Background: an optimization exercise with open tools, aiming at small area, a short achievable clock period and few clock cycles. Do not read the settings as production practice. Function was checked by simulation only, so behaviour that the tests miss may differ from the original.

==> design/flow/design.v <==
module BE #(
    parameter N = 7
) (
    input  signed [N-1:0] a,
    input  signed [N-1:0] b,
    output signed [N-1:0] min,
    output signed [N-1:0] max
);
    assign {min, max} = (a > b) ? {b, a} : {a, b};
endmodule
module two_stages_bitonic_sorter #(
    parameter N = 7
) (
    rst_n,
    clk,
    a,
    b,
    c,
    d,
    e,
    f,
    g,
    h,
    i,
    j,
    k,
    l,
    m,
    n,
    o,
    p
);
    input rst_n, clk;
    input signed [N-1:0] a, b, c, d, e, f, g, h;
    output signed [N-1:0] i, j, k, l, m, n, o, p;
    reg signed  [N-1:0] bitonic_seq_reg[0:7];
    wire signed [N-1:0] lv1_1_min;
    wire signed [N-1:0] lv1_1_max;
    wire signed [N-1:0] lv1_2_min;
    wire signed [N-1:0] lv1_2_max;
    wire signed [N-1:0] lv1_3_min;
    wire signed [N-1:0] lv1_3_max;
    wire signed [N-1:0] lv1_4_min;
    wire signed [N-1:0] lv1_4_max;
    wire signed [N-1:0] lv2_1_min;
    wire signed [N-1:0] lv2_1_max;
    wire signed [N-1:0] lv2_2_min;
    wire signed [N-1:0] lv2_2_max;
    wire signed [N-1:0] lv2_3_min;
    wire signed [N-1:0] lv2_3_max;
    wire signed [N-1:0] lv2_4_min;
    wire signed [N-1:0] lv2_4_max;
    wire signed [N-1:0] lv3_1_min;
    wire signed [N-1:0] lv3_1_max;
    wire signed [N-1:0] lv3_2_min;
    wire signed [N-1:0] lv3_2_max;
    wire signed [N-1:0] lv3_3_min;
    wire signed [N-1:0] lv3_3_max;
    wire signed [N-1:0] lv3_4_min;
    wire signed [N-1:0] lv3_4_max;
    BE #(
        .N(N)
    ) lv1_1 (
        .a  (a),
        .b  (b),
        .min(lv1_1_min),
        .max(lv1_1_max)
    );
    BE #(
        .N(N)
    ) lv1_2 (
        .a  (c),
        .b  (d),
        .min(lv1_2_min),
        .max(lv1_2_max)
    );
    BE #(
        .N(N)
    ) lv1_3 (
        .a  (e),
        .b  (f),
        .min(lv1_3_min),
        .max(lv1_3_max)
    );
    BE #(
        .N(N)
    ) lv1_4 (
        .a  (g),
        .b  (h),
        .min(lv1_4_min),
        .max(lv1_4_max)
    );
    BE #(
        .N(N)
    ) lv2_1 (
        .a  (lv1_1_min),
        .b  (lv1_2_max),
        .min(lv2_1_min),
        .max(lv2_1_max)
    );
    BE #(
        .N(N)
    ) lv2_2 (
        .a  (lv1_1_max),
        .b  (lv1_2_min),
        .min(lv2_2_min),
        .max(lv2_2_max)
    );
    BE #(
        .N(N)
    ) lv2_3 (
        .a  (lv1_3_min),
        .b  (lv1_4_max),
        .min(lv2_3_min),
        .max(lv2_3_max)
    );
    BE #(
        .N(N)
    ) lv2_4 (
        .a  (lv1_3_max),
        .b  (lv1_4_min),
        .min(lv2_4_min),
        .max(lv2_4_max)
    );
    BE #(
        .N(N)
    ) lv3_1 (
        .a  (lv2_1_min),
        .b  (lv2_2_min),
        .min(lv3_1_min),
        .max(lv3_1_max)
    );
    BE #(
        .N(N)
    ) lv3_2 (
        .a  (lv2_1_max),
        .b  (lv2_2_max),
        .min(lv3_2_min),
        .max(lv3_2_max)
    );
    BE #(
        .N(N)
    ) lv3_3 (
        .a  (lv2_3_max),
        .b  (lv2_4_max),
        .min(lv3_3_min),
        .max(lv3_3_max)
    );
    BE #(
        .N(N)
    ) lv3_4 (
        .a  (lv2_3_min),
        .b  (lv2_4_min),
        .min(lv3_4_min),
        .max(lv3_4_max)
    );
    always @(*) begin
            bitonic_seq_reg[0] = lv3_1_min;
            bitonic_seq_reg[1] = lv3_1_max;
            bitonic_seq_reg[2] = lv3_2_min;
            bitonic_seq_reg[3] = lv3_2_max;
            bitonic_seq_reg[4] = lv3_3_max;
            bitonic_seq_reg[5] = lv3_3_min;
            bitonic_seq_reg[6] = lv3_4_max;
            bitonic_seq_reg[7] = lv3_4_min;
    end
    wire signed [N-1:0] sort_lv1_1_min;
    wire signed [N-1:0] sort_lv1_1_max;
    wire signed [N-1:0] sort_lv1_2_min;
    wire signed [N-1:0] sort_lv1_2_max;
    wire signed [N-1:0] sort_lv1_3_min;
    wire signed [N-1:0] sort_lv1_3_max;
    wire signed [N-1:0] sort_lv1_4_min;
    wire signed [N-1:0] sort_lv1_4_max;
    wire signed [N-1:0] sort_lv2_1_min;
    wire signed [N-1:0] sort_lv2_1_max;
    wire signed [N-1:0] sort_lv2_2_min;
    wire signed [N-1:0] sort_lv2_2_max;
    wire signed [N-1:0] sort_lv2_3_min;
    wire signed [N-1:0] sort_lv2_3_max;
    wire signed [N-1:0] sort_lv2_4_min;
    wire signed [N-1:0] sort_lv2_4_max;
    BE #(
        .N(N)
    ) sort_lv1_1 (
        .a  (bitonic_seq_reg[0]),
        .b  (bitonic_seq_reg[4]),
        .min(sort_lv1_1_min),
        .max(sort_lv1_1_max)
    );
    BE #(
        .N(N)
    ) sort_lv1_2 (
        .a  (bitonic_seq_reg[1]),
        .b  (bitonic_seq_reg[5]),
        .min(sort_lv1_2_min),
        .max(sort_lv1_2_max)
    );
    BE #(
        .N(N)
    ) sort_lv1_3 (
        .a  (bitonic_seq_reg[2]),
        .b  (bitonic_seq_reg[6]),
        .min(sort_lv1_3_min),
        .max(sort_lv1_3_max)
    );
    BE #(
        .N(N)
    ) sort_lv1_4 (
        .a  (bitonic_seq_reg[3]),
        .b  (bitonic_seq_reg[7]),
        .min(sort_lv1_4_min),
        .max(sort_lv1_4_max)
    );
    BE #(
        .N(N)
    ) sort_lv2_1 (
        .a  (sort_lv1_1_min),
        .b  (sort_lv1_3_min),
        .min(sort_lv2_1_min),
        .max(sort_lv2_1_max)
    );
    BE #(
        .N(N)
    ) sort_lv2_2 (
        .a  (sort_lv1_1_max),
        .b  (sort_lv1_3_max),
        .min(sort_lv2_2_min),
        .max(sort_lv2_2_max)
    );
    BE #(
        .N(N)
    ) sort_lv2_3 (
        .a  (sort_lv1_2_min),
        .b  (sort_lv1_4_min),
        .min(sort_lv2_3_min),
        .max(sort_lv2_3_max)
    );
    BE #(
        .N(N)
    ) sort_lv2_4 (
        .a  (sort_lv1_2_max),
        .b  (sort_lv1_4_max),
        .min(sort_lv2_4_min),
        .max(sort_lv2_4_max)
    );
    BE #(
        .N(N)
    ) sort_lv3_1 (
        .a  (sort_lv2_1_min),
        .b  (sort_lv2_3_min),
        .min(i),
        .max(j)
    );
    BE #(
        .N(N)
    ) sort_lv3_2 (
        .a  (sort_lv2_1_max),
        .b  (sort_lv2_3_max),
        .min(k),
        .max(l)
    );
    BE #(
        .N(N)
    ) sort_lv3_3 (
        .a  (sort_lv2_2_min),
        .b  (sort_lv2_4_min),
        .min(m),
        .max(n)
    );
    BE #(
        .N(N)
    ) sort_lv3_4 (
        .a  (sort_lv2_2_max),
        .b  (sort_lv2_4_max),
        .min(o),
        .max(p)
    );
endmodule
module LIFO (
    in,
    full,
    empty,
    clk,
    rst_n,
    wn,
    rn,
    out
);
    parameter DATA_WIDTH = 16;
    parameter STACK_DEPTH = 16;
    input [DATA_WIDTH-1:0] in;
    input clk, rst_n, wn, rn;
    output reg [DATA_WIDTH-1:0] out;
    output full, empty;
    reg [3:0] sp;
    reg [DATA_WIDTH-1:0] memory[0:STACK_DEPTH-1];
    integer i;
    assign full  = (sp == 4'b1111) ? 1 : 0;
    assign empty = (sp == 4'b0000) ? 1 : 0;
    always @(*) begin
            out = memory[sp];
    end
    always @(posedge clk or negedge rst_n) begin
        if (~rst_n) begin
            for (i = 0; i < STACK_DEPTH; i = i + 1) begin
                memory[i] <= 'd0;
            end
            sp <= 1;
        end else if (wn & !full) begin
            memory[sp] <= in;
            sp <= sp + 1;
        end else if (rn & !empty) begin
            sp <= sp - 1;
        end
    end
endmodule
module PN (
    input clk,
    input rst_n,
    input [1:0] mode,
    input operator,
    input [2:0] in,
    input in_valid,
    output reg out_valid,
    output signed [31:0] out
);
    localparam S_IDLE = 2'd0, S_RUN = 2'd1, S_BOUT = 2'd2;
    reg [15:0] out_r;
    assign out = {{16{out_r[15]}}, out_r};
    reg [1:0] st;
    reg [1:0] md;
    reg [3:0] H;
    reg       hv;
    reg [3:0] Q [0:6];      
    reg [2:0] bl;           
    wire      qempty = (bl == 3'd0);
    wire      h_op = H[3];
    wire [2:0] h_val = H[2:0];
    wire      last_tok = qempty && !in_valid;
    reg [15:0] acc;
    reg        acc_big;
    reg        hasval;
    reg [6:0]  S [0:6];
    reg [2:0]  sd;
    reg [15:0] B [0:2];
    wire [6:0] S0 = S[0];
    wire [6:0] S1 = S[1];
    reg        mulc, absn, absn_b, absn_o, casc, fin;
    reg [12:0] T;
    reg [2:0]  dg;          
    reg [1:0]  bpos;        
    reg [1:0]  nb;          
    reg        rpend, hc;
    reg [1:0]  aop;         
    reg        opB_v;       
    reg        dm_mul;      
    reg        inv;         
    reg        mrow;        
    reg        swap;        
    reg        mc_b0;       
    reg        mc_sm;       
    reg        r0_pass;     
    reg        b_acc;       
    wire busy = mulc | absn;
    wire run = (st == S_RUN);
    wire take = run && !busy && !casc && hv;
    wire single = md[1];
    wire post = md[0];
    wire p_red = take && !post && !h_op && S0[4];
    wire p_op  = take && !post && h_op;
    wire p_set = take && !post && !h_op && !S0[4];
    wire q_op  = take && post && h_op;
    wire q_val = take && post && !h_op;
    wire c_step = run && !busy && casc;
    wire alu_go = p_red || q_op || c_step;
    wire [15:0] opA = S0[3] ? B[0] : {13'd0, S0[2:0]};
    wire [15:0] opB = opB_v ? {13'd0, h_val} : acc;
    wire [15:0] mc = ({16{swap}} & acc) | ({16{mc_b0}} & B[0]) | ({13'd0, {3{mc_sm}} & S0[2:0]});
    wire e0 = dg[0];
    wire e1 = dg[1];
    wire e2 = dg[2];
    wire [15:0] R0 = ({16{mulc}} & acc) | ({16{dm_mul && e0}} & mc) | ({16{r0_pass}} & opA);
    wire [15:0] bsel = b_acc ? acc : {13'd0, h_val};
    wire [15:0] R1 = mrow ? ((mc << 1) & {16{e1}}) : (bsel ^ {16{inv}});
    wire [15:0] R2 = mrow ? ((mc << 2) & {16{e2}}) : 16'd0;
    wire [15:0] cs = R0 ^ R1 ^ R2;
    wire [15:0] cc = (R0 & R1) | (R0 & R2) | (R1 & R2);
    wire [15:0] res = cs + {cc[14:0], inv};
    wire mul_more0 = !swap && !opB_v && (acc[15:3] != 13'd0);
    wire mul_more1 = (T[12:2] != 11'd0);
    wire start_mulc = alu_go && dm_mul && mul_more0;
    wire abs_neg = alu_go && (aop == 2'd3) && res[15];
    wire op_done = (alu_go && !start_mulc) || (mulc && !mul_more1);
    wire c_pre = op_done && !post;
    wire c_post = op_done && post;
    wire c_last = (sd == 3'd1);
    wire c_casc = c_pre && !c_last && S1[4];
    wire c_setl = c_pre && !c_last && !S1[4];
    wire fin_now = q_op && last_tok && single;
    wire fin_cand = (single && ((c_pre && c_last) || (c_post && (fin || (q_op && qempty)))))
                  || (absn && absn_o) || (b_third && qempty);
    wire final_done = single && ((c_pre && c_last) || (c_post && (fin_now || fin)));
    wire final_done_l = single && ((c_pre && c_last) || (c_post && ((q_op && qempty) || fin)));
    wire final_done_n = single && ((c_pre && c_last) || (c_post && fin));
    wire s_emit = (final_done && !abs_neg) || (absn && absn_o);
    wire desc = !md[0];
    function bef;
        input [6:0] x, y;
        input d;
        reg [6:0] a, b;
        reg lt;
        integer k;
        begin
            a = {~x[6], x[5:0]};
            b = {~y[6], y[5:0]};
            lt = 1'b0;
            for (k = 0; k < 7; k = k + 1)
                lt = (!a[k] && b[k]) || (!(a[k] && !b[k]) && lt);
            bef = lt ^ d;
        end
    endfunction
    wire b_take = take && !single;
    wire b_third = b_take && (bpos == 2'd2);
    wire b_final = b_third && last_tok;
    wire b_ins = b_take && (bpos == 2'd0) && hasval;
    wire bub0 = b_take && (bpos == 2'd1) && (nb >= 2'd2) && bef(B[1][6:0], B[0][6:0], desc);
    wire bub1 = b_take && (bpos == 2'd2) && (nb == 2'd3) && bef(B[2][6:0], B[1][6:0], desc);
    wire bout = (st == S_BOUT);
    wire [6:0] bhead = hc ? B[1][6:0] : B[0][6:0];
    wire [1:0] hn = nb - {1'b0, hc};
    wire [6:0] cy = {cc[5:0], inv};
    wire [6:0] nb0 = ~B[0][6:0];
    wire [6:0] ds = cs[6:0] ^ cy ^ nb0;
    wire [6:0] dc = (cs[6:0] & cy) | (cs[6:0] & nb0) | (cy & nb0);
    wire [6:0] dif = ds + {dc[5:0], 1'b1};
    wire fwin = (nb == 2'd0) || (dif[6] ^ desc);
    wire owin = rpend && ((hn == 2'd0) || bef(acc[6:0], bhead, desc));
    wire [6:0] oval = owin ? acc[6:0] : bhead;
    wire bdone = bout && ({1'b0, hn} + {2'd0, rpend} == 3'd1);
    wire s_push = p_op || (q_val && hasval && !b_ins);
    wire [6:0] s_new = p_op ? {h_val[1:0], 5'd0} : {3'd0, acc_big, acc[2:0]};
    wire s_pop = (c_pre && !c_setl && single) || (c_pre && !single) || c_post;
    wire s_popset = c_setl && single;
    wire b_pushv = (q_val && hasval && acc_big && single) || s_popset || b_ins;
    wire b_popv = (c_pre || c_post) && S0[3];
    wire b_shift = start_mulc || (mulc && mul_more1);
    wire h_free = !hv || take;
    wire [3:0] H_n = h_free ? (qempty ? {operator, in} : Q[bl - 3'd1]) : H;
    wire q_pop = h_free && !qempty;
    wire [2:0] bl_up = q_pop ? bl : bl + 3'd1;      
    wire [2:0] bl_st = q_pop ? bl - 3'd1 : bl;      
    wire casc_n = c_pre ? (c_casc && single) : casc;
    wire mulc_n = start_mulc || (mulc && mul_more1);
    wire absn_n = abs_neg;
    wire accbig_n = (alu_go || mulc || absn) ? 1'b1 : q_val ? 1'b0 : acc_big;
    wire [6:0] S0_n = s_push ? s_new
                    : s_popset ? {S1[6:5], 2'b11, S1[2:0]}
                    : s_pop ? S1
                    : p_set ? {S0[6:5], 2'b10, h_val}
                    : S0;
    wire [1:0] aop_n = post ? H_n[1:0] : S0_n[6:5];
    wire opBv_n = !post && !casc_n;
    wire swap_n = !S0_n[3] && !opBv_n && accbig_n;
    wire [2:0] acc_n = (alu_go || mulc || absn) ? res[2:0] : q_val ? h_val : acc[2:0];
    wire [2:0] opB_n = opBv_n ? H_n[2:0] : acc_n;
    wire [12:0] T_n = start_mulc ? acc[15:3] : mulc ? {2'd0, T[12:2]} : T;
    reg [1:0] st_tok, st_end;
    always @(*) begin
        st_tok = st;
        st_end = st;
        case (st)
            S_IDLE: st_tok = S_RUN;
            S_RUN: begin
                if (final_done_n) st_tok = S_IDLE;
                if (final_done_l) st_end = S_IDLE;
                else if (b_third && qempty) st_end = (nb == 2'd0) ? S_IDLE : S_BOUT;
            end
            S_BOUT: if (bdone) begin
                st_tok = S_IDLE;
                st_end = S_IDLE;
            end
            default: ;
        endcase
    end
    integer i;
    always @(posedge clk or negedge rst_n) begin
        if (!rst_n) begin
            st <= S_IDLE;
            hv <= 1'b0;
            bl <= 3'd0;
            hasval <= 1'b0;
            sd <= 3'd0;
            mulc <= 1'b0;
            absn <= 1'b0;
            casc <= 1'b0;
            fin <= 1'b0;
            bpos <= 2'd0;
            nb <= 2'd0;
            rpend <= 1'b0;
            hc <= 1'b0;
            out_valid <= 1'b0;
        end else begin
            st <= in_valid ? st_tok : st_end;
            if (h_free) hv <= !qempty || in_valid;
            bl <= (in_valid && !(h_free && qempty)) ? bl_up : bl_st;
            if (s_push) sd <= sd + 3'd1;
            else if (s_pop || s_popset) sd <= sd - 3'd1;
            if (final_done || bdone || (b_final && nb == 2'd0) || (p_op && !single)) hasval <= 1'b0;
            else if (q_val || (c_pre && !single)) hasval <= 1'b1;
            if (start_mulc) mulc <= 1'b1;
            else if (mulc && !mul_more1) mulc <= 1'b0;
            absn <= abs_neg;
            casc <= casc_n;
            if (final_done) fin <= 1'b0;
            else if (fin_now) fin <= 1'b1;
            if (b_take) bpos <= (bpos == 2'd2) ? 2'd0 : bpos + 2'd1;
            if (bdone || (b_final && nb == 2'd0)) nb <= 2'd0;
            else if (b_ins) nb <= nb + 2'd1;
            else if (bout && hc) nb <= nb - 2'd1;
            if (b_final) begin
                rpend <= !fwin;
                hc <= !fwin;
            end else if (bout) begin
                rpend <= rpend && !owin;
                hc <= !owin;
            end
            out_valid <= in_valid ? (((final_done_n && !abs_neg) || (absn && absn_o)) || bout)
                                  : (((final_done_l && !abs_neg) || (absn && absn_o)) || (b_third && qempty) || bout);
        end
    end
    always @(posedge clk) begin
        H <= H_n;
        aop <= aop_n;
        opB_v <= opBv_n;
        dm_mul <= !mulc_n && !absn_n && (aop_n == 2'd2);
        inv <= (!mulc_n && !absn_n && (aop_n == 2'd1)) || absn_n;
        mrow <= mulc_n || (!absn_n && (aop_n == 2'd2));
        swap <= swap_n;
        mc_b0 <= !swap_n && S0_n[3];
        mc_sm <= !swap_n && !S0_n[3];
        r0_pass <= !mulc_n && !absn_n && (aop_n != 2'd2);
        b_acc <= absn_n || !opBv_n;
        if (in_valid) begin
            for (i = 6; i > 0; i = i - 1) Q[i] <= Q[i-1];
            Q[0] <= {operator, in};
        end
        if (st == S_IDLE && in_valid) md <= mode;
        if (alu_go || mulc || absn) begin
            acc <= res;
            acc_big <= 1'b1;
        end else if (q_val) begin
            acc <= {13'd0, h_val};
            acc_big <= 1'b0;
        end
        absn_b <= abs_neg && s_popset;
        absn_o <= abs_neg && final_done;
        if (s_push) begin
            for (i = 6; i > 0; i = i - 1) S[i] <= S[i-1];
        end else if (s_pop || s_popset) begin
            for (i = 1; i < 6; i = i + 1) S[i] <= S[i+1];
        end
        S[0] <= S0_n;
        if (b_pushv && b_popv) begin
            B[0] <= res;
        end else if (b_pushv) begin
            B[2] <= B[1];
            B[1] <= B[0];
            B[0] <= s_popset ? res : acc;
        end else if (b_popv || (bout && hc)) begin
            B[0] <= B[1];
            B[1] <= B[2];
        end else if (b_shift) begin
            B[0] <= B[0] << 2;
        end else if (absn && absn_b) begin
            B[0] <= res;
        end else if (bub0) begin
            B[0] <= B[1];
            B[1] <= B[0];
        end else if (bub1) begin
            B[1] <= B[2];
            B[2] <= B[1];
        end
        T <= T_n;
        dg <= {mulc_n ? T_n[1] : (swap_n ? S0_n[2] : opB_n[2]),
               mulc_n ? T_n[0] : (swap_n ? S0_n[1] : opB_n[1]),
               swap_n ? S0_n[0] : opB_n[0]};
        if (!in_valid || bout || out_valid || (st == S_IDLE))
            out_r <= bout ? {{9{oval[6]}}, oval}
                   : (out_valid || abs_neg || ((st == S_IDLE) && !absn) || !fin_cand) ? 16'd0
                   : (b_third && !fwin) ? B[0] : res;
    end
endmodule
==> design/flow/flow/run.sh <==
#!/bin/bash
# Own layout flow: the standard ORFS flow (standard.sh, unchanged synthesis),
# with two layout settings beyond the standard ones: ORFS's timing repair aims
# for a larger setup margin, and the port buffers are buf_4 cells. The clock
# period and constraints are the design's.
set -euo pipefail
cd "$(dirname "${BASH_SOURCE[0]}")/.."
bash standard.sh SETUP_SLACK_MARGIN=10.5 \
    "BUFFER_PORTS_ARGS=-buffer_cell sky130_fd_sc_hd__buf_4" finish > run_standard.log 2>&1
==> design/flow/standard.sh <==
#!/bin/bash
# synth_recipe.tcl (not shown) runs the flow's synth.tcl, then flattens the netlist and writes it again
# the make line also repeats each setting of config.mk as NAME=value (left out here)
make -C /OpenROAD-flow-scripts/flow DESIGN_CONFIG=/design/flow/config.mk WORK_HOME=/design/flow/orfs CLKGATE_MAP_FILE= SYNTH_SCRIPT=/design/flow/synth_recipe.tcl "${@:-finish}"
==> design/flow/config.mk <==
export PLATFORM = sky130hd
export DESIGN_NAME = PN
export DESIGN_NICKNAME = PN
export VERILOG_FILES = /design/flow/design.v
export SDC_FILE = /design/flow/constraint.sdc
export NUM_CORES = 8
export LEC_CHECK = 0
export CAP_MARGIN = 20
export CORE_MARGIN = 2
export CORE_UTILIZATION = 55
export SLEW_MARGIN = 20
==> design/flow/constraint.sdc <==
create_clock -name core_clock -period 15.0 [get_ports {clk}]
set_input_delay 3.0000 -clock core_clock [delete_from_list [all_inputs] [get_ports {clk}]]
set_output_delay 3.0000 -clock core_clock [all_outputs]
set_load 0.01 [all_outputs]
==> impl_metrics.yaml, run 1 <==
grt:
  antenna_found_initial: 0
  grt_pass1_vias: 9462
  use_met3_pct: 6.619
  grt_util_met1_pct: 44.23
  top_usage_layer: "met1"
  grt_pass1_wl_mm: 55.10
  gr-usage-met2_pct: 43.15
  overflow: 0
  grt_max_degree: 41
  grt_util_all_layers_pct: 29.24
route:
  ant_nets: 0
  drc: 0
  vias: 10047
  wl_mm: 35.79
  firstDrtPassIters: 6
  dr.first_iter.drc_count: 1141
  viasPerCell: 6.343
  wl_per_cell_um: 22.59
synthesis:
  async_flop_share_pct: 9.813
  synth_cells: 1261
  synthTopCellsByCount: "nand2_1, edfxtp_1, nor2_1"
  yosys.cell_count.top_type: "nand2_1"
  synthTopCellsByArea: "edfxtp_1, nand2_1, dfxtp_1"
  syn_avg_cell_area_um2: 10.13
  synth_edf_count: 165
  synth_area_leader_cell: "edfxtp_1"
  ys.flop_type: "edfxtp_1"
  syn_area_um2: 12780
  synth_top_area_share_pct: 38.78
  synth_cell_types: 83
  ys_seq_elements: 214
  ys_warn_count: 4
  ys_seq_area_share_pct: 47.28
timing:
  final_hold_viol_count: 0
  slew_headroom_pct: 35.64
  fin_crit_sh_pct: 29.31
  setup_viol: 0
  fin_hold_ws_ns: 0.4470
  fin_crit_ns: 4.396
  setup_tns_ns: 0
  clock.fmax_ghz: 0.2275
  drv_slew: 0
  tightest_slew_ns: 0.9623
  layout_setup_ws_ns: 10.60
  fin_skew_ns: 0.02741
  rsz0062_at_grt: "false"
critical_path:
  worstPathArrival_ns: 1.40
  cp_data_required_time_ns: 12.00
  cpLargestDelayFamily: "flip-flops"
  slowest_stage: "edfxtp_1"
  worstSetupPathType: "reg2out"
  cp-start-kind: "flip-flop"
  startpoint: "out_r[15]$_DFFE_PP_"
  cp_max_fo: 17
  slowest_delay_ns: 0.65
  crit_chain: "buf_4"
  endpoint_kind: "output port"
  worstReg2RegStart: "acc[1]$_DFFE_PP_"
  path_buf_inv: 1
place:
  portBuffers: 41
  gp_congestion: 0.9491
  hpwl_mm: 25.56
  pre_cts_slack_ns: 9.456
cts:
  cts_tree: "done"
  clock-root-buffer: "clkbuf_16"
  clock_tree.buffer_depth: 3
  numCtsBuffers: 25
  htree_levels: 1
  cts.sinks: 214
  clk_pin_slew_ns: 0.06
  clock_latency_ns: 0.55
cells_and_area:
  area_growth_pct: 10.73
  post-route-util_pct: 62.30
  drive_gt1_share_pct: 13.55
  fin_nets: 1347
  fillers: 1881
  antenna_cells: 0
die:
  num_io_pins: 42
  start_util_pct: 56.26
  rows: 55
  die_h_um: 156.4
  core_um2: 22710
  die-area_um2: 24460
  die_w_um: 156.4
hold_path:
  min_from: "Q[2][1]$_DFFE_PP_"
  hold_class: "reg2reg"
outcome:
  status: "finished clean"
flow_run:
  drv_cap: 0
==> cell families (layout without fill, tap and decap cells) <==
| group | after synthesis | after routing | synth area share (%) |
|---|---|---|---|
| buf+inv | 150 | 188 | 5.083 |
| simple gates | 416 | 416 | 15.12 |
| compound gates | 307 | 307 | 16.75 |
| xor+xnor | 47 | 47 | 3.222 |
| flops | 214 | 214 | 47.28 |
| fa+ha+maj | 62 | 62 | 7.149 |
| mux | 65 | 65 | 5.396 |
==> layout make-up <==
class,instances,area (um2),area share (%)
multi-input combinational,897,6187,43.73
clock buffer,33,655.6,4.634
tap,285,356.6,2.521
inverter,69,259.0,1.831
sequential,214,6053,42.79
timing repair buffer,74,559.3,3.953
clock inverter,12,76.32,0.5395
==> final timing paths <==
| path | to | slack (ns) | cells after the start |
|---|---|---|---|
| max in group asynchronous | hc$_DFFE_PN0P_ | 12.40 | 1 |
| max reg2reg | out_r[14]$_DFFE_PP_ | 10.72 | 16 |
| max | out[23] | 10.60 | 1 |
| min reg2reg | Q[3][1]$_DFFE_PP_ | 0.45 | 0 |
| min | Q[3][1]$_DFFE_PP_ | 0.45 | 0 |
| min in group asynchronous | sd[0]$_DFFE_PN0P_ | 2.35 | 1 |
==> timing repair <==
item                       4_1_cts  5_1_grt
setup buffers                    3       19
hold buffers                     0        0
cloned                           0        0
pin swaps                        2        6
resized for setup               18        9
setup endpoints to repair       31       30
==> cells in the final DEF, fill, tap and decap left out, types with 6 or more instances in the layout <==
master     instances
o22ai_1           24
nor4_1             6
a211oi_1           6
buf_4             73
mux2_1             8
mux2i_1           34
nor2b_1           10
nand2_1          197
and2_1            16
xor2_1            25
ha_1              37
dfxtp_1           22
inv_1             65
nor3_1            19
clkinv_1           8
clkbuf_16         25
edfxtp_1         165
a31oi_1           12
a22o_1            17
mux2_2            23
a222oi_1          18
o21ai_1           11
a22oi_1           29
o31ai_1            7
nor2_1            80
fa_1              20
a21o_1             8
o21ai_0           64
o21a_1             6
a221oi_1           7
a21oi_1           50
and3_1             9
nand3_1           29
dfrtp_1           21
nand2b_1          12
xnor2_1           19
clkbuf_1           8
==> metal layers <==
metal | up-vias | share of wire (%)
met4 | 0 | 1.6
met1 | 4879 | 46
met2 | 499 | 42
met3 | 44 | 10
met5 | - | 0
li1 | 4625 | -
==> sequential cells by signal, indices dropped and copies added (netlist names), 2 cells and up <==
name,flops
B,48
T,13
bpos,2
out_r,16
acc,16
dg,3
st,2
S,49
aop,2
md,2
nb,2
Q,28
H,4
bl,3
sd,3
==> stage by stage <==
stage | instance area, um2 | std cells
4_1_cts | 13980 | 1565
3_3_place_gp | 13140 | 1517
5_1_grt | 14150 | 1584
3_5_place_dp | 13140 | 1517
6_report | 14150 | 1584
2_1_floorplan | 12780 | 1261
Testbench counts, summed over its fixed seeds: cycles 36,846.
==> run 2, diff against run 1 <==
--- a/design/flow/flow/run.sh
+++ b/design/flow/flow/run.sh
@@ -6,4 +6,4 @@
 set -euo pipefail
 cd "$(dirname "${BASH_SOURCE[0]}")/.."
-bash standard.sh SETUP_SLACK_MARGIN=10.5 \
+bash standard.sh SETUP_SLACK_MARGIN=10.6 \
     "BUFFER_PORTS_ARGS=-buffer_cell sky130_fd_sc_hd__buf_4" finish > run_standard.log 2>&1
==> run 2 against run 1 <==
  * Count of clock-buffer cells in the layout up 1
  * Cell count increased by 0.51%
  * Design area up 1.5%
  * Global-route usage fell by 0.096 points
  * Maximum frequency up 2.2%
  * Largest cell class unchanged
==> impl_metrics.yaml, run 2 <==
route:
  vias: 10031
  ant_nets: 0
  drc: 0
  dr.first_iter.drc_count: 1079
  wl_per_cell_um: 22.33
  firstDrtPassIters: 9
  wl_mm: 35.56
  viasPerCell: 6.301
critical_path:
  r2r_slack_ns: 10.70
  reg2regPathDepth: 18
  cp-endpoint: "out_r[1]$_DFFE_PP_"
  endpoint_kind: "flip-flop"
  cp-start-kind: "flip-flop"
  worstSetupPathType: "reg2reg"
  cp_max_fo: 17
  worstPathArrival_ns: 4.57
  r2r-end: "out_r[1]$_DFFE_PP_"
  startpoint: "swap$_DFF_P_"
  cp_data_required_time_ns: 15.27
  worstReg2RegStart: "swap$_DFF_P_"
cells_and_area:
  top_register: "S"
  post-route-util_pct: 63.20
  final_cell_mix: "nand2_1, edfxtp_1, nor2_1"
  reg.largest.list: "S x49, B x48, Q x28"
  largest_reg_flops: 49
  final_common_cell: "nand2_1"
  antenna_cells: 0
  area_growth_pct: 12.34
  fin_nets: 1354
  drive_gt1_share_pct: 15.23
die:
  start_util_pct: 56.26
  die_w_um: 156.4
  die-area_um2: 24460
  die_h_um: 156.4
  num_io_pins: 42
  rows: 55
  core_um2: 22710
synthesis:
  synth_cell_types: 83
  ys.flop_type: "edfxtp_1"
  synthTopCellsByCount: "nand2_1, edfxtp_1, nor2_1"
  ys_warn_count: 4
  ys_seq_area_share_pct: 47.28
  synth_top_area_share_pct: 38.78
  synthXorXnorAreaFrac_pct: 3.222
  synth_edf_count: 165
  synth_cells: 1261
  synth_compound_area_share_pct: 16.75
  async_flop_share_pct: 9.813
  synth_top_family_by_area: "compound AO/OA/AOI/OAI gates"
  synth_area_leader_cell: "edfxtp_1"
  yosys.cell_count.top_type: "nand2_1"
  syn_avg_cell_area_um2: 10.13
  syn_area_um2: 12780
  ys_seq_elements: 214
  synthMuxAreaShare_pct: 5.396
  synthAdderAreaFrac_pct: 7.149
  synth-simple-area-share_pct: 15.12
  synthTopCellsByArea: "edfxtp_1, nand2_1, dfxtp_1"
grt:
  grt_util_all_layers_pct: 29.14
  overflow: 0
  grt_pass1_wl_mm: 54.86
  antenna_found_initial: 0
  grt_pass1_vias: 9381
  grt_max_degree: 41
timing:
  slew_headroom_pct: 38.20
  setup_tns_ns: 0
  final_hold_viol_count: 0
  drv_slew: 0
  fin_crit_sh_pct: 28.68
  setup_viol: 0
  rsz0062_at_grt: "true"
  fin_crit_ns: 4.302
  tightest_slew_ns: 0.9241
  clock.fmax_ghz: 0.2325
  fin_skew_ns: 0.02423
place:
  portBuffers: 41
  hpwl_mm: 25.40
  gp_congestion: 0.9450
cts:
  cts_tree: "done"
  clk_pin_slew_ns: 0.06
  numCtsBuffers: 25
  clock_tree.buffer_depth: 3
  cts.sinks: 214
  clock_latency_ns: 0.54
  htree_levels: 1
  clock-root-buffer: "clkbuf_16"
outcome:
  status: "finished clean"
flow_run:
  drv_cap: 0
hold_path:
  hold_class: "reg2reg"
[run 2: cell types whose count changed in the layout (fill, tap and decap cells not counted), sizes merged]
| cell | delta |
|---|---|
| buf | +6 |
| clkbuf | +2 |
| clkinvlp | -1 |
| inv | +1 |
[run 2: final cells by class]
type	instances	area, um2
fillers	1872	8357
multi-input cells	897	6282
flip-flops and latches	214	6055
repair buffers	81	666.9
clock buffers	34	659.4
well taps	285	356.6
inverters	69	259.0
clock inverters	12	73.82
[run 2: critical path, stage by stage, from the launching register on]
cell	delay, ns
dfxtp_2	0.43
a222oi_1	0.45
buf_4	0.18
buf_4	0.10
o22ai_1	0.11
fa_1	0.64
inv_1	0.08
fa_2	0.32
inv_1	0.06
ha_1	0.22
or3_1	0.34
o21ai_0	0.09
a21oi_1	0.10
xnor2_2	0.18
nor2_4	0.16
buf_12	0.16
buf_12	0.11
mux2i_2	0.20
o2bb2ai_2	0.08
[run 2: worst min-delay path by stage]
stage,startpoint,end,slack [ns],cells after the start
floorplan,Q[0][2]$_DFFE_PP_,Q[1][2]$_DFFE_PP_,0.42,0
global placement,Q[2][0]$_DFFE_PP_,Q[3][0]$_DFFE_PP_,0.43,0
detailed placement,Q[0][3]$_DFFE_PP_,Q[1][3]$_DFFE_PP_,0.43,0
CTS,Q[0][3]$_DFFE_PP_,Q[1][3]$_DFFE_PP_,0.44,0
global route,Q[0][0]$_DFFE_PP_,Q[1][0]$_DFFE_PP_,0.45,0
finish,Q[0][3]$_DFFE_PP_,Q[1][3]$_DFFE_PP_,0.45,0
[run 2: cells by family after synthesis]
logic type                 count (synthesis)
DFF                                      214
muxes                                     65
AOI/OAI and AO/OA                        307
buffers and inverters                    150
xor gates and xnor gates                  47
adders and majority gates                 62
and+or+nand+nor                          416
[run 2: routing by layer]
| layer | up-vias | part of all wire (%) | track usage (%) |
|---|---|---|---|
| met4 | 0 | 2.0 | 6.291 |
| met3 | 49 | 9.9 | 7.034 |
| met2 | 466 | 42 | 41.47 |
| met5 | - | 0 | 0 |
| li1 | 4650 | - | - |
| met1 | 4866 | 46 | 45.06 |
[run 2: stage by stage]
step | setup slack, ns | cells | hold slack, ns | cell area (um2)
6_report | 10.70 | 1592 | 0.4478 | 14350
5_1_grt | 10.55 | 1592 | 0.4539 | 14350
4_1_cts | 10.60 | 1579 | 0.4450 | 14110
3_5_place_dp | 9.426 | 1517 | 0.4307 | 13140
3_3_place_gp | 9.548 | 1517 | 0.4291 | 13140
2_1_floorplan | 10.69 | 1261 | 0.4174 | 12780
[run 2: timing repair]
item / CTS / global route
pin swaps: 6 / 7
hold buffers: 0 / 0
endpoints found under the setup margin: 51 / 24
resized for setup: 20 / 29
cloned: 0 / 1
setup buffers: 16 / 12
==> run 3, diff against run 2 <==
--- a/design/flow/flow/run.sh
+++ b/design/flow/flow/run.sh
@@ -6,4 +6,4 @@
 set -euo pipefail
 cd "$(dirname "${BASH_SOURCE[0]}")/.."
-bash standard.sh SETUP_SLACK_MARGIN=10.6 \
+bash standard.sh SETUP_SLACK_MARGIN=10.7 \
     "BUFFER_PORTS_ARGS=-buffer_cell sky130_fd_sc_hd__buf_4" finish > run_standard.log 2>&1
--- a/design/flow/config.mk
+++ b/design/flow/config.mk
@@ -8,4 +8,4 @@
 export CAP_MARGIN = 20
 export CORE_MARGIN = 2
-export CORE_UTILIZATION = 55
+export CORE_UTILIZATION = 60
 export SLEW_MARGIN = 20
==> run 3 against run 2 <==
  * Sequential share of layout area decreased by 0.089 points
  * Core utilization increased by 5.4 points
  * Still clean
  * Register-to-register slack improved by 0.08 ns
  * Design area increased by 0.15%
  * Cell count decreased by 0.63%
  * Maximum frequency increased by 1.7%
  * Global-route usage increased by 1.7 points
  * Clock skew decreased by 0.0048 ns
==> impl_metrics.yaml, run 3 <==
place:
  post_dp_cell_area_um2: 13140
  portBuffers: 41
  gp_congestion: 0.9905
  hpwl_mm: 25.05
synthesis:
  syn_avg_cell_area_um2: 10.13
  synthMuxAreaShare_pct: 5.396
  ys.flop_type: "edfxtp_1"
  ys_seq_elements: 214
  synth-simple-area-share_pct: 15.12
  synth_area_leader_cell: "edfxtp_1"
  yosys.cell_count.top_type: "nand2_1"
  synth_top_area_share_pct: 38.78
  async_flop_share_pct: 9.813
  synth_cells: 1261
  synth_edf_count: 165
  synthTopCellsByCount: "nand2_1, edfxtp_1, nor2_1"
  syn_area_um2: 12780
  synthAdderAreaFrac_pct: 7.149
  ys_seq_area_share_pct: 47.28
  ys_warn_count: 4
  synth_cell_types: 83
  synth_top_family_by_area: "compound AO/OA/AOI/OAI gates"
  synthXorXnorAreaFrac_pct: 3.222
  synthTopCellsByArea: "edfxtp_1, nand2_1, dfxtp_1"
  synth_compound_area_share_pct: 16.75
timing:
  fin_skew_ns: 0.01943
  slew_headroom_pct: 38.48
  rsz0062_at_grt: "false"
  final_hold_viol_count: 0
  setup_viol: 0
  fin_hold_ws_ns: 0.4414
  setup_tns_ns: 0
  fin_crit_ns: 4.228
  drv_slew: 0
  tightest_slew_ns: 0.9198
  fin_crit_sh_pct: 28.19
  clock.fmax_ghz: 0.2365
grt:
  grt_max_degree: 41
  antenna_found_initial: 0
  grt_util_all_layers_pct: 30.87
  grt_pass1_vias: 9485
  grt_pass1_wl_mm: 53.49
  overflow: 0
critical_path:
  cpLargestDelayFamily: "flip-flops"
  crit_chain: "buf_12, buf_4"
  worstSetupPathType: "reg2out"
  slowest_delay_ns: 0.41
  cp_data_required_time_ns: 12.00
  worstPathArrival_ns: 1.23
  cp_max_fo: 17
  slowest_stage: "edfxtp_1"
  cp-start-kind: "flip-flop"
  endpoint_kind: "output port"
  path_buf_inv: 2
cts:
  numCtsBuffers: 24
  cts_tree: "done"
  postCtsHoldBufs: 0
  clk_pin_slew_ns: 0.06
  htree_levels: 1
  clock-root-buffer: "clkbuf_16"
  clock_latency_ns: 0.53
  cts.sinks: 214
  clock_tree.buffer_depth: 3
route:
  wl_per_cell_um: 22.23
  firstDrtPassIters: 7
  viasPerCell: 6.369
  vias: 10076
  wl_mm: 35.16
  dr.first_iter.drc_count: 1124
  drc: 0
  ant_nets: 0
cells_and_area:
  reg.largest.list: "S x49, B x48, Q x28"
  largest_reg_flops: 49
  area_growth_pct: 12.51
  fin_nets: 1355
  fillers: 1636
  seq_area_um2: 6051
  top_register: "S"
  antenna_cells: 0
  multi_input_area_um2: 6246
  final_cell_mix: "nand2_1, edfxtp_1, buf_4"
  fin_area_um2: 14370
  final_common_cell: "nand2_1"
  drive_gt1_share_pct: 15.53
die:
  start_util_pct: 60.97
  core_um2: 20960
  die_w_um: 149.9
  rows: 53
  die-area_um2: 22480
  num_io_pins: 42
  die_h_um: 149.9
hold_path:
  hold_class: "reg2reg"
flow_run:
  drv_cap: 0
outcome:
  status: "finished clean"
run 3: final cells by class:
| type | instances | area share, % |
|---|---|---|
| Multi-Input combinational cell | 898 | 43.45 |
| Sequential cell | 214 | 42.10 |
| Clock buffer | 33 | 4.997 |
| Timing Repair Buffer | 82 | 4.457 |
| Tap cell | 275 | 2.394 |
| Inverter | 69 | 1.802 |
| Clock inverter | 11 | 0.8008 |
run 3: timing repair:
item                       4_1_cts  5_1_grt
cloned                           0        1
setup endpoints to repair       51       32
setup buffers                   13       16
pin swaps                        6       13
resized for setup               19       21
run 3: kinds of logic after synthesis:
logic type                 Yosys count
AOI/OAI and AO/OA                  307
and+or+nand+nor                    416
adders and majority gates           62
buffers and inverters              150
muxes                               65
DFF                                214
xor gates and xnor gates            47
run 3: path summary, 6_finish.rpt:
kind	start	end	slack, ns	depth (start not counted)
setup reg to reg	acc[0]$_DFFE_PP_	out_r[12]$_DFFE_PP_	10.78	13
min in group asynchronous	rst_n	sd[0]$_DFFE_PN0P_	2.37	1
setup / recovery	out_r[15]$_DFFE_PP_	out[18]	10.77	2
max in group asynchronous	rst_n	mulc$_DFFE_PN0P_	12.39	1
hold reg to reg	Q[0][2]$_DFFE_PP_	Q[1][2]$_DFFE_PP_	0.44	0
hold / removal	Q[0][2]$_DFFE_PP_	Q[1][2]$_DFFE_PP_	0.44	0
run 3: worst reg2reg max path, delay by kind of cell (launching register included):
family / cells / cell delay [ns]
AO/OA/AOI/OAI: 6 / 1.51
adder cells (fa/ha/maj): 3 / 1.09
flip-flops: 1 / 0.50
XOR/XNOR: 1 / 0.33
AND/OR/NAND/NOR: 2 / 0.27
multiplexers: 1 / 0.22
run 3: stage by stage:
stage	instances	worst slack (ns)	utilization (%)
4_1_cts	1565	10.71	67.64
5_1_grt	1582	10.61	68.59
6_report	1582	10.77	68.59
2_1_floorplan	1261	10.74	-
3_3_place_gp	1508	9.809	62.68
3_5_place_dp	1508	9.670	62.68
run 3: routing by layer:
layer | global-route usage (%) | wire length (um)
met5 | 0 | 0
met1 | 47.29 | 15850
met4 | 7.500 | 637
met2 | 44.32 | 14950
met3 | 7.348 | 3731
==> run 4, diff against run 3 <==
--- a/design/flow/config.mk
+++ b/design/flow/config.mk
@@ -8,4 +8,4 @@
 export CAP_MARGIN = 20
 export CORE_MARGIN = 2
-export CORE_UTILIZATION = 60
+export CORE_UTILIZATION = 55
 export SLEW_MARGIN = 20
==> run 4 against run 3 <==
  * Still clean on timing, DRC and antenna
  * Core utilization down 5.4 points
  * Maximum frequency about the same
  * Setup slack worse by 0.0020 ns
  * First-iteration DRC count up 3.3%
  * Design area down 0.13%
  * Clock skew up 0.010 ns
  * Die area up 8.8%
  * Register-to-register slack better by 0.06 ns
  * Global-route usage down 1.6 points
  * Hold slack better by 0.0053 ns
  * Critical path type unchanged
  * Critical endpoint is now out[29]
  * Highest routed layer unchanged
==> impl_metrics.yaml, run 4 <==
outcome:
  status: "finished clean"
critical_path:
  startpoint: "out_r[15]$_DFFE_PP_"
  reg2regPathDepth: 17
  worstSetupPathType: "reg2out"
  crit_chain: "buf_12, buf_4"
  r2r_slack_ns: 10.84
  cp-start-kind: "flip-flop"
  cp_max_fo: 17
  worstPathArrival_ns: 1.23
  cp_data_required_time_ns: 12.00
  r2r-end: "out_r[4]$_DFFE_PP_"
  cp-endpoint: "out[29]"
  slowest_delay_ns: 0.41
  endpoint_kind: "output port"
  slowest_stage: "edfxtp_1"
  worstReg2RegStart: "acc[1]$_DFFE_PP_"
synthesis:
  syn_avg_cell_area_um2: 10.13
  ys.flop_type: "edfxtp_1"
  async_flop_share_pct: 9.813
  synth_top_area_share_pct: 38.78
  synth_cell_types: 83
  yosys.cell_count.top_type: "nand2_1"
  synthXorXnorAreaFrac_pct: 3.222
  synthAdderAreaFrac_pct: 7.149
  ys_seq_area_share_pct: 47.28
  synthMuxAreaShare_pct: 5.396
  ys_warn_count: 4
  synth_cells: 1261
  synthTopCellsByArea: "edfxtp_1, nand2_1, dfxtp_1"
  synth_compound_area_share_pct: 16.75
  synth-simple-area-share_pct: 15.12
  synth_area_leader_cell: "edfxtp_1"
  synth_edf_count: 165
  synth_top_family_by_area: "compound AO/OA/AOI/OAI gates"
  syn_area_um2: 12780
  synthTopCellsByCount: "nand2_1, edfxtp_1, nor2_1"
  ys_seq_elements: 214
hold_path:
  hold_class: "reg2reg"
  worstHoldPathCells: 0
route:
  dr.first_iter.drc_count: 1161
  wl_per_cell_um: 22.53
  firstDrtPassIters: 6
  drc: 0
  vias: 10126
  viasPerCell: 6.329
  wl_mm: 36.05
  ant_nets: 0
grt:
  antenna_found_initial: 0
  grt_util_all_layers_pct: 29.23
  grt_max_degree: 41
  overflow: 0
  grt_pass1_vias: 9320
  grt_pass1_wl_mm: 54.88
cells_and_area:
  final_common_cell: "nand2_1"
  reg.largest.list: "S x49, B x48, Q x28"
  final_cell_mix: "nand2_1, edfxtp_1, buf_4"
  area_growth_pct: 12.36
  largest_reg_flops: 49
  post-route-util_pct: 63.21
  antenna_cells: 0
  fillers: 1910
  fin_nets: 1365
  drive_gt1_share_pct: 15.59
  top_register: "S"
place:
  hpwl_mm: 25.63
  gp_congestion: 0.9783
  portBuffers: 41
cts:
  postCtsHoldBufs: 0
  htree_levels: 1
  numCtsBuffers: 24
  clock_latency_ns: 0.54
  clk_pin_slew_ns: 0.06
  clock_tree.buffer_depth: 3
  cts_tree: "done"
  cts.sinks: 214
  clock-root-buffer: "clkbuf_16"
timing:
  setup_tns_ns: 0
  fin_crit_ns: 4.230
  slew_headroom_pct: 36.06
  fin_skew_ns: 0.02979
  clock.fmax_ghz: 0.2364
  drv_slew: 0
  tightest_slew_ns: 0.9560
  rsz0062_at_grt: "true"
  setup_viol: 0
  final_hold_viol_count: 0
  fin_crit_sh_pct: 28.20
die:
  start_util_pct: 56.26
  rows: 55
  die_w_um: 156.4
  die_h_um: 156.4
  die-area_um2: 24460
  core_um2: 22710
  num_io_pins: 42
flow_run:
  drv_cap: 0
==> run 4: kinds of logic (layout without fill, tap and decap cells) <==
logic type      count (synthesis)  in the layout
mux                            65             65
xor+xnor                       47             47
simple gates                  416            416
buf+inv                       150            203
compound gates                307            308
fa+ha+maj                      62             62
flops                         214            214
==> run 4: worst min-delay path by stage <==
stage                       from                end  slack, ns
5_1_grt        Q[2][2]$_DFFE_PP_  Q[3][2]$_DFFE_PP_       0.46
3_3_place_gp   S[5][4]$_DFFE_PP_  S[6][4]$_DFFE_PN_       0.43
3_5_place_dp   Q[1][3]$_DFFE_PP_  Q[2][3]$_DFFE_PP_       0.44
2_1_floorplan  Q[0][2]$_DFFE_PP_  Q[1][2]$_DFFE_PP_       0.42
6_report       Q[1][3]$_DFFE_PP_  Q[2][3]$_DFFE_PP_       0.45
4_1_cts        Q[1][3]$_DFFE_PP_  Q[2][3]$_DFFE_PP_       0.45
==> run 4: cell type report <==
type	instances	area [um2]	area share [%]
tap	285	356.6	2.484
multi-input combinational	898	6254	43.56
sequential	214	6057	42.19
timing repair buffer	92	735.7	5.125
inverter	69	259.0	1.804
clock buffer	30	623.1	4.341
clock inverter	12	70.07	0.4881
==> run 4: routing by layer <==
metal  part of all wire [%]  track usage [%]  vias up
li1                       -                -     4665
met1                     46            45.56     4915
met2                     42            41.91      495
met3                    9.5            5.788       51
met4                    2.2            6.640        0
met5                      0                0        -
==> run 4: critical path, delay by kind of cell (launching register included) <==
family	cells	cell delay, ns
buffers and inverters	2	0.31
flip-flops	1	0.41
==> run 4: per-stage QoR <==
| step | setup slack (ns) | instances | instance area (um2) | hold slack [ns] |
|---|---|---|---|---|
| 2_1_floorplan | 10.74 | 1261 | 12780 | 0.4174 |
| 3_3_place_gp | 9.692 | 1517 | 13140 | 0.4283 |
| 3_5_place_dp | 9.610 | 1517 | 13140 | 0.4355 |
| 4_1_cts | 10.70 | 1581 | 14120 | 0.4492 |
| 5_1_grt | 10.69 | 1600 | 14360 | 0.4632 |
| 6_report | 10.77 | 1600 | 14360 | 0.4467 |
==> run 4: what timing repair did <==
action                     in CTS  in global routing
gates cloned                    0                  1
pin swaps                       6                  9
resized for setup              21                 27
setup endpoints to repair      71                 28
buffers inserted               22                 18
==> run 5, diff against run 4 <==
--- a/design/flow/flow/run.sh
+++ b/design/flow/flow/run.sh
@@ -6,4 +6,4 @@
 set -euo pipefail
 cd "$(dirname "${BASH_SOURCE[0]}")/.."
-bash standard.sh SETUP_SLACK_MARGIN=10.7 \
+bash standard.sh SETUP_SLACK_MARGIN=10.7 REMOVE_ABC_BUFFERS=1 \
     "BUFFER_PORTS_ARGS=-buffer_cell sky130_fd_sc_hd__buf_4" finish > run_standard.log 2>&1
==> run 5 against run 4 <==
  * Setup slack better by 0.0023 ns
  * Synthesized cell count stayed put
  * Wire length is 0.47% lower
  * Global-route usage is 0.10 points lower
  * Flip-flop and latch count stayed put
  * Critical path type unchanged
  * Largest cell class unchanged
==> impl_metrics.yaml, run 5 <==
route:
  dr_wl_met2_mm: 15.11
  drc: 0
  wl_mm: 35.88
  dr.first_iter.drc_count: 1100
  wl_per_cell_um: 22.39
  wl_met1_mm: 16.21
  dr_wl_met3_mm: 3.721
  viasPerCell: 6.342
  ant_nets: 0
  vias: 10167
  highest_layer: "met4"
  firstDrtPassIters: 7
place:
  portBuffers: 41
  gp_congestion: 0.9163
  hpwl_mm: 25.37
  pre_cts_slack_ns: 9.618
  dp_cells: 1520
die:
  num_io_pins: 42
  die_h_um: 156.4
  start_util_pct: 56.26
  die_w_um: 156.4
  die-area_um2: 24460
  rows: 55
  core_um2: 22710
synthesis:
  ys_warn_count: 4
  ys_seq_elements: 214
  synthMuxAreaShare_pct: 5.396
  synth_top_family_by_area: "compound AO/OA/AOI/OAI gates"
  synth_cells: 1261
  synthAdderAreaFrac_pct: 7.149
  synth_edf_count: 165
  synthXorXnorAreaFrac_pct: 3.222
  syn_area_um2: 12780
  yosys.cell_count.top_type: "nand2_1"
  synth_top_area_share_pct: 38.78
  ys_seq_area_share_pct: 47.28
  synthTopCellsByCount: "nand2_1, edfxtp_1, nor2_1"
  synthTopCellsByArea: "edfxtp_1, nand2_1, dfxtp_1"
  async_flop_share_pct: 9.813
  ys.flop_type: "edfxtp_1"
  synth_area_leader_cell: "edfxtp_1"
  synth_cell_types: 83
  syn_avg_cell_area_um2: 10.13
  synth-simple-area-share_pct: 15.12
  synth_compound_area_share_pct: 16.75
cts:
  cts.sinks: 214
  clk_pin_slew_ns: 0.06
  clock-root-buffer: "clkbuf_16"
  clock_tree.buffer_depth: 3
  numCtsBuffers: 24
  htree_levels: 1
  cts_tree: "done"
  clock_latency_ns: 0.53
outcome:
  status: "finished clean"
timing:
  setup_viol: 0
  tightest_slew_ns: 0.9360
  rsz0062_at_grt: "false"
  fin_skew_ns: 0.01847
  fin_crit_ns: 4.228
  clock.fmax_ghz: 0.2365
  layout_setup_ws_ns: 10.77
  drv_slew: 0
  setup_tns_ns: 0
  final_hold_viol_count: 0
  slew_headroom_pct: 35.81
  fin_crit_sh_pct: 28.19
cells_and_area:
  post-route-util_pct: 63.88
  final_common_cell: "nand2_1"
  antenna_cells: 0
  fin_nets: 1366
  largest_reg_flops: 49
  drive_gt1_share_pct: 16.69
  top_register: "S"
  stdcell_count: 1603
  area_growth_pct: 13.55
  final_cell_mix: "nand2_1, edfxtp_1, buf_4"
  fillers: 1827
  reg.largest.list: "S x49, B x48, Q x28"
critical_path:
  cp_max_fo: 17
  slowest_stage: "edfxtp_1"
  crit_chain: "buf_12, buf_4"
  worstSetupPathType: "reg2out"
  cp-start-kind: "flip-flop"
  slowest_delay_ns: 0.41
  cp_data_required_time_ns: 12.00
  endpoint_kind: "output port"
  worstPathArrival_ns: 1.23
grt:
  grt_pass1_wl_mm: 54.96
  grt_pass1_vias: 9443
  grt_max_degree: 47
  grt_util_all_layers_pct: 29.13
  antenna_found_initial: 0
  overflow: 0
hold_path:
  hold_class: "reg2reg"
flow_run:
  drv_cap: 0
[run 5: cell types whose count changed in the layout (fill, tap and decap cells not counted), moves of 2 or more]
cell / delta
mux2i_4: +2
clkinv_1: -5
mux2i_2: +2
bufinv_16: +2
o21ai_2: +2
buf_4: +2
mux2i_1: -4
clkbuf_8: +4
o21ai_1: -3
[run 5: worst max-delay path: cells and delay by family (launching register included)]
| kind | cells | cell delay, ns |
|---|---|---|
| buf+inv | 2 | 0.31 |
| flops | 1 | 0.41 |
[run 5: final timing paths]
check | start | end | slack (ns) | cells after the start
max | out_r[15]$_DFFE_PP_ | out[25] | 10.77 | 2
min | Q[0][2]$_DFFE_PP_ | Q[1][2]$_DFFE_PP_ | 0.44 | 0
max reg2reg | S[0][3]$_DFF_P_ | out_r[14]$_DFFE_PP_ | 10.85 | 14
min reg2reg | Q[0][2]$_DFFE_PP_ | Q[1][2]$_DFFE_PP_ | 0.44 | 0
max in group asynchronous | rst_n | mulc$_DFFE_PN0P_ | 12.37 | 1
min in group asynchronous | rst_n | sd[0]$_DFFE_PN0P_ | 2.36 | 1
[run 5: timing repair]
| action | CTS | global route |
|---|---|---|
| buffers inserted | 19 | 18 |
| setup endpoints to repair | 50 | 28 |
| hold buffers | 0 | 0 |
| pin swaps | 6 | 10 |
| cloned | 1 | 1 |
| resized for setup | 20 | 39 |
[run 5: cells by family (layout without fill, tap and decap cells)]
group                    count (synthesis)  in the layout
AO/OA/AOI/OAI                          307            308
XOR/XNOR                                47             47
adder cells (fa/ha/maj)                 62             62
buffers and inverters                  150            206
flip-flops                             214            214
multiplexers                            65             65
AND/OR/NAND/NOR                        416            416
[run 5: metrics by stage]
step | instance area [um2] | hold slack [ns]
finish | 14510 | 0.4450
global route | 14510 | 0.4638
CTS | 14180 | 0.4473
detailed placement | 13160 | 0.4331
global placement | 13160 | 0.4296
floorplan | 12390 | 0.4174
[run 5: metal layers]
layer,vias to the layer above,GRT usage [%]
met5,-,0
met4,0,7.208
met3,56,6.065
met2,516,41.85
met1,4933,44.96
li1,4662,-
[run 5: area by class of cell]
| type | instances | area (um2) | area share, % |
|---|---|---|---|
| Multi-Input combinational cell | 898 | 6296 | 43.40 |
| Sequential cell | 214 | 6057 | 41.75 |
| Timing Repair Buffer | 93 | 744.5 | 5.132 |
| Clock buffer | 34 | 678.2 | 4.674 |
| Tap cell | 285 | 356.6 | 2.458 |
| Inverter | 69 | 259.0 | 1.785 |
| Clock inverter | 10 | 116.4 | 0.8021 |
==> run 6, diff against run 5 <==
--- a/design/flow/flow/run.sh
+++ b/design/flow/flow/run.sh
@@ -6,4 +6,4 @@
 set -euo pipefail
 cd "$(dirname "${BASH_SOURCE[0]}")/.."
-bash standard.sh SETUP_SLACK_MARGIN=10.7 REMOVE_ABC_BUFFERS=1 \
+bash standard.sh SETUP_SLACK_MARGIN=10.7 SKIP_GATE_CLONING=1 \
     "BUFFER_PORTS_ARGS=-buffer_cell sky130_fd_sc_hd__buf_4" finish > run_standard.log 2>&1
==> run 6 against run 5 <==
  * Synthesized cell count unchanged
  * Setup slack worse by 0.0059 ns
  * Die area unchanged
  * Register-to-register slack worse by 0.04 ns
  * Area after synthesis unchanged
  * Maximum frequency down 0.14%
  * Global-route usage up 0.10 points
  * Clock skew up 0.0046 ns
  * Cell count up 0.12%
  * Critical path type unchanged
  * Critical endpoint is now out[29]
  * Highest routed layer unchanged
==> impl_metrics.yaml, run 6 <==
route:
  dr_wl_met2_mm: 15.07
  viasPerCell: 6.336
  drc: 0
  dr_wl_met3_mm: 3.280
  firstDrtPassIters: 6
  wl_mm: 36.01
  wl_met1_mm: 16.82
  highest_layer: "met4"
  dr.first_iter.drc_count: 1189
  ant_nets: 0
  vias: 10169
  wl_per_cell_um: 22.43
cts:
  clock_latency_ns: 0.53
  clock_tree.buffer_depth: 3
  clk_pin_slew_ns: 0.06
  cts_tree: "done"
  cts.sinks: 214
  postCtsHoldBufs: 0
  clock-root-buffer: "clkbuf_16"
  htree_levels: 1
  numCtsBuffers: 24
cells_and_area:
  fin_nets: 1370
  antenna_cells: 0
  final_common_cell: "nand2_1"
  top_register: "S"
  final_cell_mix: "nand2_1, edfxtp_1, buf_4"
  largest_reg_flops: 49
  seq_area_um2: 6060
  fillers: 1903
  area_growth_pct: 12.86
  multi_input_area_um2: 6257
  stdcell_count: 1605
  reg.largest.list: "S x49, B x48, Q x28"
  drive_gt1_share_pct: 16.14
grt:
  grt_max_degree: 41
  antenna_found_initial: 0
  overflow: 0
  grt_pass1_vias: 9320
  grt_util_all_layers_pct: 29.23
  grt_pass1_wl_mm: 54.88
critical_path:
  cp_max_fo: 17
  worstReg2RegStart: "acc[2]$_DFFE_PP_"
  slowest_delay_ns: 0.41
  endpoint_kind: "output port"
  startpoint: "out_r[15]$_DFFE_PP_"
  crit_chain: "buf_12, buf_4"
  cp_data_required_time_ns: 12.00
  worstSetupPathType: "reg2out"
  slowest_stage: "edfxtp_1"
  worstPathArrival_ns: 1.23
  cpLargestDelayFamily: "flip-flops"
  cp-start-kind: "flip-flop"
  path_buf_inv: 2
synthesis:
  synth_cells: 1261
  ys_seq_area_share_pct: 47.28
  synthTopCellsByArea: "edfxtp_1, nand2_1, dfxtp_1"
  syn_avg_cell_area_um2: 10.13
  ys_warn_count: 4
  async_flop_share_pct: 9.813
  synthAdderAreaFrac_pct: 7.149
  syn_area_um2: 12780
  synth_cell_types: 83
  synthTopCellsByCount: "nand2_1, edfxtp_1, nor2_1"
  synth_top_family_by_area: "compound AO/OA/AOI/OAI gates"
  synth_compound_area_share_pct: 16.75
  synth_top_area_share_pct: 38.78
  synthMuxAreaShare_pct: 5.396
  yosys.cell_count.top_type: "nand2_1"
  ys.flop_type: "edfxtp_1"
  synth-simple-area-share_pct: 15.12
  ys_seq_elements: 214
  synth_area_leader_cell: "edfxtp_1"
  synthXorXnorAreaFrac_pct: 3.222
  synth_edf_count: 165
timing:
  drv_slew: 0
  rsz0062_at_grt: "true"
  setup_viol: 0
  slew_headroom_pct: 37.12
  tightest_slew_ns: 0.9402
  clock.fmax_ghz: 0.2362
  fin_crit_sh_pct: 28.23
  fin_skew_ns: 0.02304
  fin_crit_ns: 4.234
  setup_tns_ns: 0
  final_hold_viol_count: 0
place:
  dp_cells: 1517
  gp_congestion: 0.9783
  hpwl_mm: 25.63
  portBuffers: 41
die:
  core_um2: 22710
  start_util_pct: 56.26
  die_h_um: 156.4
  die_w_um: 156.4
  rows: 55
  num_io_pins: 42
  die-area_um2: 24460
hold_path:
  hold_class: "reg2reg"
  min_from: "Q[1][3]$_DFFE_PP_"
outcome:
  status: "finished clean"
flow_run:
  drv_cap: 0
## run 6: cell type report
type,count,area share [%]
inverter,69,1.796
tap,285,2.473
clock inverter,12,0.4859
timing repair buffer,98,5.502
multi-input combinational,897,43.40
clock buffer,30,4.321
sequential,214,42.03
## run 6: path summary, 6_finish.rpt
| check | end | slack [ns] | depth (start not counted) |
|---|---|---|---|
| setup / recovery | out[29] | 10.77 | 2 |
| hold / removal | Q[2][3]$_DFFE_PP_ | 0.45 | 0 |
| setup reg to reg | out_r[0]$_DFFE_PP_ | 10.81 | 15 |
| hold reg to reg | Q[2][3]$_DFFE_PP_ | 0.45 | 0 |
| max in group asynchronous | mulc$_DFFE_PN0P_ | 12.34 | 1 |
| min in group asynchronous | sd[0]$_DFFE_PN0P_ | 2.37 | 1 |
## run 6: repair_timing
item / in CTS / in global routing
cloned: 0 / 0
gates resized for setup: 21 / 32
setup buffers: 22 / 24
endpoints found under the setup margin: 71 / 28
pin swaps: 6 / 11
## run 6: routing by layer
layer	global-route usage (%)	vias up
met5	0	-
met4	6.640	0
met3	5.788	62
met2	41.91	496
met1	45.56	4943
li1	-	4668
## run 6: cells by family after synthesis
kind of cell,count (synthesis)
compound gates,307
xor+xnor,47
fa+ha+maj,62
buf+inv,150
flops,214
mux,65
simple gates,416
## run 6: stage by stage
stage	area [um2]	hold slack, ns	util (%)	worst slack, ns
CTS	14120	0.4492	62.16	10.70
floorplan	12780	0.4174	-	10.74
global placement	13140	0.4283	57.86	9.692
detailed placement	13140	0.4355	57.86	9.610
global route	14420	0.4632	63.49	10.64
finish	14420	0.4468	63.49	10.77

[what the ideal ports hide]
In the flow no input, the clock included, has a driving cell. The finished layouts below were timed again as built, in two steps. Step 1: set_driving_cell puts a clkbuf_16 on clk and a buf_2 on each other input, an assumption about the parent block. Step 2 moves the port delays by t, midway between the first and last clock arrival at a register: inputs arrive t later, outputs are due t later. That takes back most of the time a late clock gives input paths. a / b / c = ideal / step 1 / step 2; a / b = the first two.
run | t (ns) | setup slack, ns | latest minus earliest clock arrival (ns) | pins driven straight from the clock port
run 1 | 0.580 | 10.604 / 10.555 / 10.336 | 0.027 / 0.028 | 1
run 2 | 0.578 | 10.698 / 10.698 / 10.359 | 0.024 / 0.024 | 1
run 3 | 0.564 | 10.772 / 10.724 / 10.346 | 0.019 / 0.020 | 1
run 4 | 0.573 | 10.770 / 10.720 / 10.301 | 0.030 / 0.030 | 1
run 5 | 0.566 | 10.772 / 10.726 / 10.400 | 0.019 / 0.020 | 1
run 6 | 0.573 | 10.766 / 10.715 / 10.307 | 0.023 / 0.023 | 1
After both steps every run listed still meets setup and hold. For run 4, which loses most, drivers alone change the setup slack by -0.050 ns; drivers and shift together by -0.469 ns.
